This is an optimization exercise on Yosys and OpenROAD, whose aim is small area, a short achievable clock period and few clock cycles, not a production implementation. RTL that was checked went through simulation tests only; none was proved equivalent to the original. No driver is modelled on the clock port, so clocking that relies on it looks cheaper here than on a real chip.

Design top_module2, start of the top module:
module top_module2 (input [3:0] start_adress, input [7:0] data_in, input clock, input Start, input reset,
  output logic [15:0] out_put_det3, output logic Done, output logic [3:0] adress);
export LEC_CHECK = 0
export CAP_MARGIN = 20
export CORE_MARGIN = 2
export CORE_UTILIZATION = 40
export SETUP_SLACK_MARGIN = 3.6
export SLEW_MARGIN = 20
create_clock -name core_clock -period 7.0 [get_ports {clock}]
standard.sh (not shown) runs the stock make flow with config.mk's settings and CLKGATE_MAP_FILE= SYNTH_SCRIPT=/design/flow/synth_recipe.tcl, a recipe that flattens the netlist after the stock synthesis.
==> flow/flow/run.sh <==
#!/bin/bash
# The standard layout, with plain buffers (buf_2) on the ports instead of the
# default port buffer cell. Every port still gets its buffer.
set -euo pipefail
export BUFFER_PORTS_ARGS="-buffer_cell sky130_fd_sc_hd__buf_2"
bash standard.sh > standard.log 2>&1
The baseline went through all stages and came out clean.
Testbench counts at the start, summed over its fixed seeds: cycles 17,600.
Next try:
==> flow/flow/run.sh (replaced) <==
#!/bin/bash
# The standard layout, with two changes: plain buffers (buf_2) on the ports
# instead of the default port buffer cell (every port still gets its buffer),
# and no mapping of full adders to the library's fa/ha cells before ABC, so that
# ABC maps the adder trees itself. Synthesis script, registers and names are
# otherwise the standard ones.
set -euo pipefail
export BUFFER_PORTS_ARGS="-buffer_cell sky130_fd_sc_hd__buf_2"
export ADDER_MAP_FILE=
bash standard.sh > standard.log 2>&1
Settings changed: SETUP_SLACK_MARGIN 3.6 to 3.2.
Outcome: Hold slack loses 0.0064 ns; clock-buffer cell count rises by 1; critical path depth rises by 5; die area rises by 7.2%; worst setup slack loses 0.018 ns; maximum frequency falls by 0.50%.
Next try:
==> flow/flow/run.sh (replaced) <==
#!/bin/bash
# The standard layout, with plain buffers (buf_2) on the ports instead of the
# default port buffer cell. Every port still gets its buffer.
set -euo pipefail
export BUFFER_PORTS_ARGS="-buffer_cell sky130_fd_sc_hd__buf_2"
bash standard.sh > standard.log 2>&1
Outcome: The changed run finished clean; cell count fell by 13%; setup slack is better by 0.0050 ns; register-to-register slack stays flat; synthesized area drops by 6.9%; design area falls by 8.6%; hold slack improves by 0.0037 ns.
Next try:
==> flow/run.sh (new file) <==
#!/bin/bash
# synth_recipe.tcl (not shown) runs the flow's synth.tcl, then flattens the netlist and writes it again
# the make line also repeats each setting of config.mk as NAME=value (left out here)
make -C /OpenROAD-flow-scripts/flow DESIGN_CONFIG=/design/flow/config.mk WORK_HOME=/design/flow/orfs CLKGATE_MAP_FILE= SYNTH_SCRIPT=/design/flow/synth_recipe.tcl finish
removed: flow/flow/run.sh
removed: flow/standard.sh
Effect:
- The new run went through all stages and came out clean
- count of clock-buffer cells in the layout does not change
- synthesized cell count is unchanged
- register-to-register slack gets worse by 0.07 ns
- worst hold slack is about the same

* * *

v6:
top_module2, a different RTL version from the one above (not shown whole).
For scale: ~98 flip-flops, about 0.0061 mm2 of cells after synthesis.
clock: 7.0 ns
lec_check: 0
cap_margin: 20
core_margin: 2
core_utilization: 40
slew_margin: 20
run.sh (not shown) runs the stock make flow with config.mk's settings and CLKGATE_MAP_FILE= SYNTH_SCRIPT=/design/flow/synth_recipe.tcl, a recipe that flattens the netlist after the stock synthesis.
Stock flow here: none of the scripts above is used.
The following lists how v7 was set up differently from v6:
-- flow/config.mk --
<<< v6, line 6
export NUM_CORES = 4
export LEC_CHECK = 0
export CAP_MARGIN = 20
export CORE_MARGIN = 2
export CORE_UTILIZATION = 40
export SLEW_MARGIN = 20
>>> v7, line 6
export NUM_CORES = 4
export LEC_CHECK = 0
export ABC_CLOCK_PERIOD_IN_PS = 3000
export CAP_MARGIN = 20
export CORE_MARGIN = 2
export CORE_UTILIZATION = 40
export SETUP_SLACK_MARGIN = 3.7
export SLEW_MARGIN = 20
## What came out
Delta(delay of the slowest cell on the worst path, v7 - v6) < 0
Looking at library cell contributing the largest single delay on the critical path, the sky130_fd_sc_hd__or3_1 result is from v6; the sky130_fd_sc_hd__fa_1 one comes from v7.
Residual overflow from global routing: v6 vs v7 — no meaningful difference
Final net count went up by a little under 10% going from v6 to v7.
Compared with v6, v7 shows summed area of non-filler cells in the final layout that has gone up by more than 10%.
Between v6 and v7, the global-route usage over all layers is lower for v6.
Function was not checked in any run of this note: the RTL went through the layout flow alone.

* * *

## run A
top_module2, a different RTL version from the one above (not shown whole).
For scale: about 5500 um^2 of cells after synthesis.
## top_module2
module top_module2 (input [3:0] start_adress, input [7:0] data_in, input clock, input Start, input reset,
  output logic [15:0] out_put_det3, output logic Done, output logic [3:0] adress);
  logic [10:1] ph;             
  logic add_q0, add_q2;        
  logic [3:0] addr;            
  logic [7:0] dr;              
  logic [15:0] mr;             
  logic [3:0] b_one, b_two, b_neg;   
  logic [15:0] q1, q0;
  wire go = Done & Start;
  logic [3:0] step;
  always @(*) begin
    step = 4'd0;
    if (ph[1]) step = 4'd14;    
    if (ph[2]) step = 4'd1;
    if (ph[3]) step = 4'd14;    
    if (ph[4]) step = 4'd4;
    if (ph[5]) step = 4'd11;    
    if (ph[6]) step = 4'd8;
    if (ph[7]) step = 4'd14;    
    if (ph[8]) step = 4'd1;
  end
  assign adress = ({4{Done}} & start_adress) | addr;
  always @(posedge clock or posedge reset) begin
    if (reset) begin
      Done   <= 1'b1;
      ph     <= '0;
      add_q0 <= 1'b0;
      add_q2 <= 1'b1;
      addr   <= 4'd0;
    end else begin
      addr   <= go ? start_adress + 4'd4 : (~Done & ~ph[10]) ? addr + step : 4'd0;
      Done   <= Done ? ~Start : ph[10];
      ph     <= {ph[9:1], go};
      add_q0 <= ph[4] | ph[5] | ph[6];
      add_q2 <= ph[8] | ph[9] | ph[10] | (Done & ~Start);
    end
  end
  wire [15:0] add = ({16{add_q0}} & q0) | ({16{add_q2}} & out_put_det3);
  wire [15:0] r;
  mac16e mac (.m(mr), .one(b_one), .two(b_two), .neg(b_neg), .add(add), .r(r));
  wire sub_next = ph[2] | ph[4] | ph[6];
  wire op_next = ~Done & ~ph[10];    
  wire [8:0] de = {data_in, 1'b0};
  logic [3:0] e_one, e_two, e_neg;
  always @(*) begin
    for (int j = 0; j < 4; j++) begin
      e_one[j] = op_next & (de[2*j+1] ^ de[2*j]);
      e_two[j] = op_next & ((de[2*j+2] & ~de[2*j+1] & ~de[2*j]) | (~de[2*j+2] & de[2*j+1] & de[2*j]));
      e_neg[j] = op_next & (de[2*j+2] ^ sub_next);
    end
  end
  always @(posedge clock) begin
    dr <= data_in;
    b_one <= e_one;
    b_two <= e_two;
    b_neg <= e_neg;
    mr <= (ph[7] | ph[8] | ph[9]) ? q1 : {{8{dr[7]}}, dr};
    out_put_det3 <= r;
    q1 <= out_put_det3;
    q0 <= q1;
  end
endmodule
==> flow/config.mk <==
export PLATFORM = sky130hd
export DESIGN_NAME = top_module2
export DESIGN_NICKNAME = top_module2
export VERILOG_FILES = /design/flow/design.v
export SDC_FILE = /design/flow/constraint.sdc
export NUM_CORES = 4
export LEC_CHECK = 0
export CAP_MARGIN = 20
export CORE_MARGIN = 2
export CORE_UTILIZATION = 40
export HOLD_SLACK_MARGIN = 0.15
export SETUP_SLACK_MARGIN = 2.8
export SLEW_MARGIN = 20
==> flow/constraint.sdc <==
create_clock -name core_clock -period 7.0 [get_ports {clock}]
set_input_delay 1.4000 -clock core_clock [delete_from_list [all_inputs] [get_ports {clock}]]
set_output_delay 1.4000 -clock core_clock [all_outputs]
set_load 0.01 [all_outputs]
standard.sh (not shown) runs the stock make flow with config.mk's settings and CLKGATE_MAP_FILE= SYNTH_SCRIPT=/design/flow/synth_recipe.tcl, a recipe that flattens the netlist after the stock synthesis.
==> flow/flow/run.sh <==
#!/bin/bash
# The standard layout, with two changes: plain buffers (buf_2) on the ports
# instead of the default port buffer cell (every port still gets its buffer),
# and, after clock tree synthesis, a later clock for the output register
# (flow/skew.tcl), which ends the multiply-accumulate paths between registers.
set -euo pipefail
export BUFFER_PORTS_ARGS="-buffer_cell sky130_fd_sc_hd__buf_2"
bash standard.sh cts > standard_cts.log 2>&1
R=orfs/results/sky130hd/top_module2/base
cp $R/4_cts.odb $R/4_cts_noskew.odb
ODB_IN=$R/4_cts_noskew.odb ODB_OUT=$R/4_cts.odb SKEW_DLY_CELL=sky130_fd_sc_hd__clkdlybuf4s50_1 \
  openroad -no_init -exit flow/skew.tcl > skew.log 2>&1
bash standard.sh > standard.log 2>&1
==> flow/flow/skew.tcl <==
# Delays the clock of the output register (out_put_det3) by a delay buffer and a
# clock buffer inserted after its leaf clock buffer. The output register is the
# end of the multiply-accumulate paths between registers; its own paths to the
# output port only lose by this.
read_db $::env(ODB_IN)
set db [ord::get_db]
set block [ord::get_db_block]
set flops {}
foreach inst [$block getInsts] {
  if {[string match {out_put_det3*} [$inst getName]]} { lappend flops $inst }
}
puts "skew: [llength $flops] output register flip-flops"
set src [[[lindex $flops 0] findITerm CLK] getNet]
set n1 [odb::dbNet_create $block skew_net1]
set n2 [odb::dbNet_create $block skew_net2]
$n1 setSigType CLOCK
$n2 setSigType CLOCK
set b1 [odb::dbInst_create $block [$db findMaster $::env(SKEW_DLY_CELL)] skew_dly]
set b2 [odb::dbInst_create $block [$db findMaster sky130_fd_sc_hd__clkbuf_16] skew_buf]
[$b1 findITerm A] connect $src
[$b1 findITerm X] connect $n1
[$b2 findITerm A] connect $n1
[$b2 findITerm X] connect $n2
set sx 0; set sy 0
foreach f $flops {
  set it [$f findITerm CLK]
  $it disconnect
  $it connect $n2
  set bb [$f getBBox]
  set sx [expr {$sx + [$bb xMin]}]; set sy [expr {$sy + [$bb yMin]}]
}
set cx [expr {int($sx / [llength $flops])}]; set cy [expr {int($sy / [llength $flops])}]
$b1 setLocation $cx $cy
$b1 setPlacementStatus PLACED
$b2 setLocation $cx $cy
$b2 setPlacementStatus PLACED
global_connect
detailed_placement
check_placement -verbose
write_db $::env(ODB_OUT)
The flow did not stop early for run A: all stages ran, and the layout cleared the timing, DRC and antenna checks.
Testbench counts of run A, summed over its fixed seeds: cycles 17,600.
Here is what was changed in the inputs of run B compared with run A.
- swapping 2.8 for 3.2 in SETUP_SLACK_MARGIN
diff --git a/flow/flow/run.sh b/flow/flow/run.sh
--- a/flow/flow/run.sh
+++ b/flow/flow/run.sh
@@ -9,5 +9,5 @@
 R=orfs/results/sky130hd/top_module2/base
 cp $R/4_cts.odb $R/4_cts_noskew.odb
-ODB_IN=$R/4_cts_noskew.odb ODB_OUT=$R/4_cts.odb SKEW_DLY_CELL=sky130_fd_sc_hd__clkdlybuf4s50_1 \
+ODB_IN=$R/4_cts_noskew.odb ODB_OUT=$R/4_cts.odb SKEW_DLY_CELL=sky130_fd_sc_hd__clkdlybuf4s25_1 \
   openroad -no_init -exit flow/skew.tcl > skew.log 2>&1
 bash standard.sh > standard.log 2>&1
==> summary.txt <==
Maximum frequency: run B vs run A up 13 MHz. Of run A and run B, run B shows the higher post-route standard cell area excluding fillers, with run A below it. Run B vs run A: post-route fraction of the period consumed by the critical path down.
Relative to run B, the following input files were edited for run C:
- changing CORE_UTILIZATION from 40 to 55
- setting CTS_CLUSTER_DIAMETER to 40 for the first time
- setting CTS_BUF_LIST to sky130_fd_sc_hd__clkbuf_8 for the first time
diff --git a/flow/flow/run.sh b/flow/flow/run.sh
--- a/flow/flow/run.sh
+++ b/flow/flow/run.sh
@@ -9,5 +9,5 @@
 R=orfs/results/sky130hd/top_module2/base
 cp $R/4_cts.odb $R/4_cts_noskew.odb
-ODB_IN=$R/4_cts_noskew.odb ODB_OUT=$R/4_cts.odb SKEW_DLY_CELL=sky130_fd_sc_hd__clkdlybuf4s25_1 \
+ODB_IN=$R/4_cts_noskew.odb ODB_OUT=$R/4_cts.odb SKEW_DLY_CELL=sky130_fd_sc_hd__clkdlybuf4s50_1 \
   openroad -no_init -exit flow/skew.tcl > skew.log 2>&1
 bash standard.sh > standard.log 2>&1
diff --git a/flow/flow/skew.tcl b/flow/flow/skew.tcl
--- a/flow/flow/skew.tcl
+++ b/flow/flow/skew.tcl
@@ -1,4 +1,5 @@
 # Delays the clock of the output register (out_put_det3) by a delay buffer and a
-# clock buffer inserted after its leaf clock buffer. The output register is the
+# clock buffer inserted after its leaf clock buffer, and upsizes leaf clock buffers
+# with many flip-flops. The output register is the
 # end of the multiply-accumulate paths between registers; its own paths to the
 # output port only lose by this.
@@ -35,4 +36,19 @@
 $b2 setLocation $cx $cy
 $b2 setPlacementStatus PLACED
+# Clock buffers that drive many flip-flops get the strongest clock buffer, to keep
+# the slew at the flip-flop clock pins low.
+set big [$db findMaster sky130_fd_sc_hd__clkbuf_16]
+foreach inst [$block getInsts] {
+  set mname [[$inst getMaster] getName]
+  if {![string match {sky130_fd_sc_hd__clkbuf_*} $mname] || $mname eq "sky130_fd_sc_hd__clkbuf_16"} { continue }
+  set out [[$inst findITerm X] getNet]
+  if {$out eq "NULL"} { continue }
+  set sinks 0
+  foreach it [$out getITerms] { if {[[$it getMTerm] getName] eq "CLK"} { incr sinks } }
+  if {$sinks >= 13} {
+    puts "skew: [$inst getName] ($mname) drives $sinks clock pins, now clkbuf_16"
+    $inst swapMaster $big
+  }
+}
 global_connect
 detailed_placement
Results
Compared with run B, in run C final worst slack rose 0.082 ns; routed wire length fell about 2.8%.
Die area in run C is 26% lower than in run B
Minimum hold slack: run C vs run B down 0.18 ns
Run C against run B: clock buffer count in the final layout now smaller, overall global routing resource usage increased by 6.3 points relative to the old numbers, area inside the core boundary went down 27%, worst-case register-to-register setup slack went up.
--- input diff run C..run D ---
- CORE_UTILIZATION changed from 55 to 40
- CTS_CLUSTER_SIZE newly set to 12
diff --git a/flow/flow/skew.tcl b/flow/flow/skew.tcl
--- a/flow/flow/skew.tcl
+++ b/flow/flow/skew.tcl
@@ -1,5 +1,4 @@
 # Delays the clock of the output register (out_put_det3) by a delay buffer and a
-# clock buffer inserted after its leaf clock buffer, and upsizes leaf clock buffers
-# with many flip-flops. The output register is the
+# clock buffer inserted after its leaf clock buffer. The output register is the
 # end of the multiply-accumulate paths between registers; its own paths to the
 # output port only lose by this.
@@ -36,19 +35,4 @@
 $b2 setLocation $cx $cy
 $b2 setPlacementStatus PLACED
-# Clock buffers that drive many flip-flops get the strongest clock buffer, to keep
-# the slew at the flip-flop clock pins low.
-set big [$db findMaster sky130_fd_sc_hd__clkbuf_16]
-foreach inst [$block getInsts] {
-  set mname [[$inst getMaster] getName]
-  if {![string match {sky130_fd_sc_hd__clkbuf_*} $mname] || $mname eq "sky130_fd_sc_hd__clkbuf_16"} { continue }
-  set out [[$inst findITerm X] getNet]
-  if {$out eq "NULL"} { continue }
-  set sinks 0
-  foreach it [$out getITerms] { if {[[$it getMTerm] getName] eq "CLK"} { incr sinks } }
-  if {$sinks >= 13} {
-    puts "skew: [$inst getName] ($mname) drives $sinks clock pins, now clkbuf_16"
-    $inst swapMaster $big
-  }
-}
 global_connect
 detailed_placement
Notes after the runs:
The register fraction of the total cell area in run D was lower than what run C gave.
[compare] base=run C new=run D: number of DRC violations after detailed-routing iteration 0 went up by about 60%.
Worst-case setup margin in the final layout for run D: 0.012 ns up relative to run C
[inputs] run E vs run D
- removing CTS_CLUSTER_DIAMETER (formerly 40)
- removing CTS_CLUSTER_SIZE (formerly 12)
diff --git a/flow/flow/run.sh b/flow/flow/run.sh
--- a/flow/flow/run.sh
+++ b/flow/flow/run.sh
@@ -9,5 +9,5 @@
 R=orfs/results/sky130hd/top_module2/base
 cp $R/4_cts.odb $R/4_cts_noskew.odb
-ODB_IN=$R/4_cts_noskew.odb ODB_OUT=$R/4_cts.odb SKEW_DLY_CELL=sky130_fd_sc_hd__clkdlybuf4s50_1 \
+ODB_IN=$R/4_cts_noskew.odb ODB_OUT=$R/4_cts.odb SKEW_DLY_CELL=sky130_fd_sc_hd__clkdlybuf4s25_1 \
   openroad -no_init -exit flow/skew.tcl > skew.log 2>&1
 bash standard.sh > standard.log 2>&1
Findings:
- The final reports for run E and run D show final worst-path setup slack lower in the former.
- Re final-report setup violation count: no difference whatsoever between run E and run D.
- Between run D and run E, the difference in count of non-filler cells in the finished layout is negligible.
- Going from run D to run E, portion of the clock cycle consumed by the worst path in the final layout grows by 1.2 points.
- Average via count per standard cell, run D and run E: smaller value in run D
- The via count was comparable across run D and run E.
- Comparing run D and run E, the lower worst hold slack was measured on run D.

[separate check: timing with driven ports]
No port has a modelled driver above. Below, the same layouts with a new extraction and two added sets of constraints. Step 1 (the two cells are an assumption about what drives the block):
set clk [get_ports {clock}]
set_driving_cell -lib_cell sky130_fd_sc_hd__clkbuf_16 $clk
set_driving_cell -lib_cell sky130_fd_sc_hd__buf_2 [delete_from_list [all_inputs] $clk]
Step 2, shift: input delay + t, output delay - t, t = (earliest + latest rising clock arrival at the registers) / 2. This alone moves slack from input paths to output paths. Slacks: no drivers / after step 1 / after step 2; pairs: no drivers / after step 1.
run	shift t [ns]	setup slack, ns	hold slack, ns	clock arrival spread, ns
the first run of note 1	0.396	3.320 / 3.280 / 3.387	0.355 / 0.355 / 0.355	0.012 / 0.011
the second run of note 1	0.396	3.302 / 3.302 / 3.302	0.348 / 0.348 / 0.348	0.009 / 0.009
the third run of note 1	0.390	3.307 / 3.294 / 3.307	0.352 / 0.352 / 0.352	0.010 / 0.011
the fourth run of note 1	0.390	3.232 / 3.232 / 3.232	0.353 / 0.353 / 0.353	0.010 / 0.010
v6	0.393	1.794 / 1.794 / 1.794	0.395 / 0.395 / 0.395	0.011 / 0.012
v7	0.387	2.954 / 2.954 / 2.954	0.381 / 0.381 / 0.381	0.008 / 0.008
run A	0.744	3.544 / 3.544 / 3.544	0.135 / 0.135 / 0.135	0.723 / 0.722
run B	0.635	3.693 / 3.693 / 3.693	0.304 / 0.304 / 0.304	0.512 / 0.511
run C	0.783	3.775 / 3.771 / 3.771	0.128 / 0.128 / 0.128	0.722 / 0.722
run D	0.778	3.787 / 3.766 / 3.766	0.163 / 0.163 / 0.163	0.764 / 0.764
run E	0.664	3.704 / 3.704 / 3.704	0.293 / 0.293 / 0.293	0.539 / 0.540
In 5 of these runs the clock reaches the registers at very different times; t lies between them, and the last value is a rough guide only. The setup slack of run D, which loses most, moves by -0.021 ns with the drivers and by -0.021 ns with both steps.
